Context: an optimization exercise on an open-source flow, tuned for small area, a short achievable clock period and few clock cycles per item. The choices shown serve that exercise and are no tape-out recipe.
Where RTL was checked, it was by simulation tests only, not by an equivalence proof against the original.
The flow treats the clock pin as an ideal source, which a real chip does not have.

==> inputs of 06-25 <==
// sobel_gx_gy
module sobel_gx_gy#(
    parameter p_data_bits = 8
) (
    input wire i_clk,
    input wire i_rst,
    output wire busy_out,
    input wire valid_in,
    input wire [9*p_data_bits-1:0] data_in,
    output reg valid_out,
    output reg [p_data_bits-1:0] data_out_gx,
    output reg [p_data_bits-1:0] data_out_gy
);
export LEC_CHECK = 0
export ABC_AREA = 1
export CAP_MARGIN = 20
export CORE_MARGIN = 2
export CORE_UTILIZATION = 65
export SLEW_MARGIN = 20
create_clock -name core_clock -period 4.2 [get_ports {i_clk}]
standard.sh (not shown) runs the stock make flow with config.mk's settings and CLKGATE_MAP_FILE= SYNTH_SCRIPT=/design/flow/synth_recipe.tcl, a recipe that flattens the netlist after the stock synthesis.
==> flow/flow/run.sh <==
#!/bin/bash
# Standard ORFS layout with two changes:
#  - the port buffers are plain buf_1 cells instead of the resizer's default
#    pick (a 10 um2 delay buffer);
#  - after clock tree synthesis, flow/skew.tcl puts a clock buffer in front of
#    the output registers, so their clock arrives a little later.  This gives
#    the register-to-register paths that end there more time; the input paths
#    are untouched, and the output paths only lose slack.
set -euo pipefail
export BUFFER_PORTS_ARGS="-buffer_cell sky130_fd_sc_hd__buf_1"
# ORFS cts.tcl arguments, plus -dont_use_dummy_load (no dummy clock loads)
export CTS_ARGS="-sink_clustering_enable -repair_clock_nets -dont_use_dummy_load"
R=orfs/results/sky130hd/sobel_gx_gy/base
bash standard.sh cts > orfs_to_cts.log 2>&1
SKEW_IN=$R/4_cts.odb SKEW_OUT=$R/4_cts_skew.odb SKEW_CELL=sky130_fd_sc_hd__clkbuf_4 \
  openroad -no_init -exit flow/skew.tcl > skew.log 2>&1
mv -f $R/4_cts_skew.odb $R/4_cts.odb
bash standard.sh finish > orfs_finish.log 2>&1
Other scripts of this flow, unchanged in this note and not shown: flow/flow/skew.tcl
==> 09-23 (differences from 06-25) <==
--- a/flow/design.v
+++ b/flow/design.v
@@ -82,11 +82,10 @@
 wire ux6_c56 = (rx_6_0 & rx_6_1) | (rx_6_0 & rx_6_2) | (rx_6_1 & rx_6_2);
 wire ux7_s57 = rx_7_0 ^ rx_7_1 ^ rx_7_2;
 wire ux7_c58 = (rx_7_0 & rx_7_1) | (rx_7_0 & rx_7_2) | (rx_7_1 & rx_7_2);
 wire ux8_s59 = rx_8_0 ^ rx_8_1 ^ rx_8_2;
 wire ux8_c60 = (rx_8_0 & rx_8_1) | (rx_8_0 & rx_8_2) | (rx_8_1 & rx_8_2);
-wire ty0_0__s61 = a00[0] ^ a20[0] ^ n02[0];
 wire ty0_0__c62 = (a00[0] & a20[0]) | (a00[0] & n02[0]) | (a20[0] & n02[0]);
 wire ty0_1__s63 = a00[1] ^ a20[1] ^ a10[0];
 wire ty0_1__c64 = (a00[1] & a20[1]) | (a00[1] & a10[0]) | (a20[1] & a10[0]);
 wire ty0_1__s65 = n02[1] ^ n22[1] ^ n12[0];
 wire ty0_1__c66 = (n02[1] & n22[1]) | (n02[1] & n12[0]) | (n22[1] & n12[0]);
@@ -168,12 +167,10 @@
 reg rx_7_2;
 reg rx_8_0;
 reg rx_8_1;
 reg rx_8_2;
 reg rx_9_0;
-reg ry_0_0;
-reg ry_0_1;
 reg ry_1_0;
 reg ry_2_0;
 reg ry_2_1;
 reg ry_2_2;
 reg ry_3_0;
@@ -220,12 +217,10 @@
     rx_7_2 <= tx0_7__s29;
     rx_8_0 <= tx1_7__c44;
     rx_8_1 <= tx1_8__s45;
     rx_8_2 <= n21[7];
     rx_9_0 <= tx1_8__c46;
-    ry_0_0 <= ty0_0__s61;
-    ry_0_1 <= n22[0];
     ry_1_0 <= ty1_1__s91;
     ry_2_0 <= ty1_1__c92;
     ry_2_1 <= ty1_2__s93;
     ry_2_2 <= ty0_2__s69;
     ry_3_0 <= ty1_2__c94;
@@ -249,12 +244,12 @@
     ry_9_0 <= ty1_8__c106;
 end
 wire [10:0] fx0 = {1'b0, ux8_c60, ux7_c58, ux6_c56, ux5_c54, ux4_c52, ux3_c50, ux2_c48, ux2_s47, rx_1_0, rx_0_0};
 wire [10:0] fx1 = {1'b0, rx_9_0, ux8_s59, ux7_s57, ux6_s55, ux5_s53, ux4_s51, ux3_s49, rx_2_2, 1'b0, rx_0_1};
 wire [10:0] sx = fx0 + fx1;
-wire [10:0] fy0 = {1'b0, uy8_c120, uy7_c118, uy6_c116, uy5_c114, uy4_c112, uy3_c110, uy2_c108, uy2_s107, ry_1_0, ry_0_0};
-wire [10:0] fy1 = {1'b0, ry_9_0, uy8_s119, uy7_s117, uy6_s115, uy5_s113, uy4_s111, uy3_s109, ry_2_2, 1'b0, ry_0_1};
+wire [10:0] fy0 = {1'b0, uy8_c120, uy7_c118, uy6_c116, uy5_c114, uy4_c112, uy3_c110, uy2_c108, uy2_s107, ry_1_0, rx_0_0};
+wire [10:0] fy1 = {1'b0, ry_9_0, uy8_s119, uy7_s117, uy6_s115, uy5_s113, uy4_s111, uy3_s109, ry_2_2, 1'b0, rx_0_1};
 wire [10:0] sy = fy0 + fy1;
 always @(posedge i_clk) begin
     valid_out   <= valid_r & ~i_rst;
     data_out_gx <= sx[10:3];
     data_out_gy <= sy[10:3];
--- a/flow/flow/run.sh
+++ b/flow/flow/run.sh
@@ -1,15 +1,21 @@
 #!/bin/bash
-# Standard ORFS layout with two changes:
+# Standard ORFS layout with these changes:
+#  - Yosys's synth runs with -noabc, so its generic ABC pass does not
+#    restructure the written-out carry-save adders before extract_fa maps them
+#    to full-adder cells (the registers and the final ABC mapping are as in
+#    the standard synthesis);
+#  - clock tree synthesis adds no dummy loads;
 #  - the port buffers are plain buf_1 cells instead of the resizer's default
 #    pick (a 10 um2 delay buffer);
 #  - after clock tree synthesis, flow/skew.tcl puts a clock buffer in front of
 #    the output registers, so their clock arrives a little later.  This gives
 #    the register-to-register paths that end there more time; the input paths
 #    are untouched, and the output paths only lose slack.
 set -euo pipefail
 export BUFFER_PORTS_ARGS="-buffer_cell sky130_fd_sc_hd__buf_1"
+export SYNTH_ARGS="-noabc"
 # ORFS cts.tcl arguments, plus -dont_use_dummy_load (no dummy clock loads)
 export CTS_ARGS="-sink_clustering_enable -repair_clock_nets -dont_use_dummy_load"
 R=orfs/results/sky130hd/sobel_gx_gy/base
 bash standard.sh cts > orfs_to_cts.log 2>&1
 SKEW_IN=$R/4_cts.odb SKEW_OUT=$R/4_cts_skew.odb SKEW_CELL=sky130_fd_sc_hd__clkbuf_4 \
SETUP_SLACK_MARGIN = 2.6   (was not set)
==> impl_metrics.yaml <==
timing:
  final.hold.worst_slack_ps: 242.0
  layout_worst_path_cycle_share_pct: 44.99
  clock_skew_ps: 153.9
  fin_ws_ps: 2310
cells_and_area:
  design.final.nets: 644
  post_synthesis_to_final_layout_area_growth_pct: 15.19
  nonClockBufferCount: 90
synthesis:
  yosysUniqueCellTypes: 20
  synth_compound_gate_area_share_pct: 2.565
  post-synth-top-count-cell: "sky130_fd_sc_hd__inv_1"
  syn-cell-area_um2: 3756
clock_tree:
  clk-insertion-delay-late_ps: 460
  ctsResizeCount: 0
route:
  detailroute.wirelength.met2_mm: 3.295
status:
  run_status: "timing/DRC/antenna clean"
setup_path:
  critical_path.endpoint: "ry_1_0$_DFF_P_"
  critical_path_peak_fanout: 2
floorplanning:
  fp.dieArea_um2: 6402
[end of results for 06-25]
==> impl_metrics.yaml <==
synthesis:
  yosysUniqueCellTypes: 18
  synth_compound_gate_area_share_pct: 2.597
  syn-cell-area_um2: 3565
floorplanning:
  fp.dieArea_um2: 6093
setup_path:
  critical_path.endpoint: "data_out_gx[6]$_DFF_P_"
  critical_path_peak_fanout: 5
timing:
  final.hold.worst_slack_ps: 281.0
  fin_ws_ps: 2343
clock_tree:
  ctsResizeCount: 109
  clk-insertion-delay-late_ps: 470
status:
  run_status: "timing/DRC/antenna clean"
cells_and_area:
  post_synthesis_to_final_layout_area_growth_pct: 39.07
[end of results for 09-23]
Testbench counts of 09-23, summed over its fixed seeds: cycles 3,216, items 3,200.
The RTL of 06-25 was laid out without a check of its function.

[separate check: timing with driven ports]
In the flow no input, the clock included, has a driving cell. The finished layouts below were timed again as built, in two steps.
Step 1: set_driving_cell puts a clkbuf_16 on i_clk and a buf_2 on each other input, an assumption about the parent block.
Step 2 moves the port delays by t, midway between the first and last clock arrival at a register: inputs arrive t later, outputs are due t later. That takes back most of the time a late clock gives input paths.
Slacks: no drivers / after step 1 / after step 2; pairs: no drivers / after step 1.
| run | t, ns | slack for setup (ns) | worst register clock-pin slew, ns | worst data-port slew with drivers (ns) |
|---|---|---|---|---|
| 06-25 | 0.413 | 2.310 / 2.319 / 1.905 | 0.08 / 0.08 | 0.03 |
| 09-23 | 0.423 | 2.343 / 2.343 / 1.957 | 0.08 / 0.08 | 0.07 |
After both steps setup and hold are still met in every run listed. For 06-25, which loses most, drivers alone change the setup slack by +0.009 ns; drivers and shift together by -0.405 ns.
